Source: an optimization exercise on an open RTL-to-GDS flow (aim: small area and a short achievable clock period). Production flows keep margins and buffers that such runs may drop. The RTL was checked by simulation tests, not by an equivalence proof against the original design. Power figures rest on the tool's default switching activity, not on a simulated workload.

## onyx
## FloatingPointMultiplierSingle
module FloatingPointMultiplierSingle (clk,reset,en,inputA,inputB,result, OF);
clock: 11.0 ns
lec_check: 0
cap_margin: 20
core_margin: 2
core_utilization: 45
cts_buf_list: sky130_fd_sc_hd__clkbuf_4 sky130_fd_sc_hd__clkbuf_8
setup_slack_margin: 5
slew_margin: 20
tns_end_percent: 100
standard.sh (not shown) runs the stock make flow with config.mk's settings and CLKGATE_MAP_FILE= SYNTH_SCRIPT=/design/flow/synth_recipe.tcl, a recipe that flattens the netlist after the stock synthesis.
==> flow/flow/run.sh <==
#!/bin/bash
# Standard ORFS layout with two changes: Yosys's generic ABC pass before
# full-adder extraction is skipped (SYNTH_ARGS=-noabc), so the hand-written
# adder tree maps to full-adder cells without extra inverters; and the port
# buffers are buf_2 cells instead of the default delay-buffer choice.
# The timing repair aims for 5.3 ns of setup slack (SETUP_SLACK_MARGIN).
# Registers are unchanged. ORFS writes each tool's log under orfs/logs.
set -euo pipefail
bash standard.sh SYNTH_ARGS=-noabc "BUFFER_PORTS_ARGS=-buffer_cell sky130_fd_sc_hd__buf_2" SETUP_SLACK_MARGIN=5.3 finish > standard.log 2>&1
For yarrow, these inputs were changed with respect to onyx:
--- a/flow/flow/run.sh
+++ b/flow/flow/run.sh
@@ -5,2 +5 @@
-# buffers are buf_2 cells instead of the default delay-buffer choice.
-# The timing repair aims for 5.3 ns of setup slack (SETUP_SLACK_MARGIN).
+# buffers are buf_1 cells instead of the default delay-buffer choice.
@@ -9 +8 @@
-bash standard.sh SYNTH_ARGS=-noabc "BUFFER_PORTS_ARGS=-buffer_cell sky130_fd_sc_hd__buf_2" SETUP_SLACK_MARGIN=5.3 finish > standard.log 2>&1
+bash standard.sh SYNTH_ARGS=-noabc "BUFFER_PORTS_ARGS=-buffer_cell sky130_fd_sc_hd__buf_1" finish > standard.log 2>&1
[summary]
[compare] base=onyx new=yarrow: wire length after detailed routing has increased; area share of buffers outside the clock network now smaller; worst slack at placement rose by 0.16 ns; routed wire length per instance shows an increase of about 0.56%; fraction of the cycle the final worst path needs higher.
yarrow against onyx: clock power went up about 16%, biggest cell delay along the critical path went down 0.03 ns, power per cell area went down 1.3 nW/µm².
> inputs changed (yarrow -> cedar)
--- a/flow/flow/run.sh
+++ b/flow/flow/run.sh
@@ -5 +5,2 @@
-# buffers are buf_1 cells instead of the default delay-buffer choice.
+# buffers are buf_2 cells instead of the default delay-buffer choice.
+# The timing repair aims for 5.6 ns of setup slack (SETUP_SLACK_MARGIN).
@@ -8 +9 @@
-bash standard.sh SYNTH_ARGS=-noabc "BUFFER_PORTS_ARGS=-buffer_cell sky130_fd_sc_hd__buf_1" finish > standard.log 2>&1
+bash standard.sh SYNTH_ARGS=-noabc "BUFFER_PORTS_ARGS=-buffer_cell sky130_fd_sc_hd__buf_2" SETUP_SLACK_MARGIN=5.6 finish > standard.log 2>&1
--- outcome ---
Where max-slew headroom at the worst pin is concerned, yarrow is better than cedar. Taking yarrow as the reference, in cedar proportion of cell area spent on the clock network now sits lower, combinational share of power picked up an extra 3.2 points, power has increased, routed length per placed instance went up by 5.4%. Delta (cedar minus yarrow): total buffers and inverters traversed by the critical path +1, final area +about 10%.
## Diff of input files: ember against cedar
- removing CTS_BUF_LIST (formerly sky130_fd_sc_hd__clkbuf_4 sky130_fd_sc_hd__clkbuf_8)
--- a/flow/flow/run.sh
+++ b/flow/flow/run.sh
@@ -5,2 +5 @@
-# buffers are buf_2 cells instead of the default delay-buffer choice.
-# The timing repair aims for 5.6 ns of setup slack (SETUP_SLACK_MARGIN).
+# buffers are buf_4 cells instead of the default delay-buffer choice.
@@ -9 +8 @@
-bash standard.sh SYNTH_ARGS=-noabc "BUFFER_PORTS_ARGS=-buffer_cell sky130_fd_sc_hd__buf_2" SETUP_SLACK_MARGIN=5.6 finish > standard.log 2>&1
+bash standard.sh SYNTH_ARGS=-noabc "BUFFER_PORTS_ARGS=-buffer_cell sky130_fd_sc_hd__buf_4" finish > standard.log 2>&1
## What came out
- The count of final max-slew check failures was comparable across cedar and ember.
- Logic depth of the worst path, buffers included: lower on ember
- The higher cell internal power dissipation of cedar and ember is in cedar.
- ember — post-detailed-routing wire length 5.7% lower, cedar as reference
- Total half-perimeter wirelength after legalization and detailed placement: ember better than cedar

[afterwards: timing with drivers on the ports]
In the flow no input, the clock included, has a driving cell. The finished layouts below were timed again as built, in two steps.
Step 1 assumes that a clkbuf_16 drives the clock port and a buf_2 every other input.
Step 2 also shifts input and output timing later by t, the mid clock arrival at the registers, as if the neighbouring blocks saw the same clock.
Slacks: ideal / step 1 / step 2; pairs: ideal / step 1.
run | t, ns | slack for setup (ns) | worst setup path after step 2 | slew at the worst register clock pin (ns) | cell pins on the clock port's net
onyx | 0.520 | 5.123 / 5.108 / 4.588 | input to register | 0.09 / 0.09 | 1
yarrow | 0.502 | 5.071 / 5.093 / 4.591 | input to register | 0.10 / 0.10 | 1
cedar | 0.508 | 5.190 / 5.168 / 4.660 | input to register | 0.10 / 0.10 | 1
ember | 0.483 | 5.102 / 5.132 / 4.649 | input to register | 0.07 / 0.07 | 1
After both steps every run listed still meets setup and hold. For onyx, which loses most, drivers alone change the setup slack by -0.015 ns; drivers and shift together by -0.535 ns.
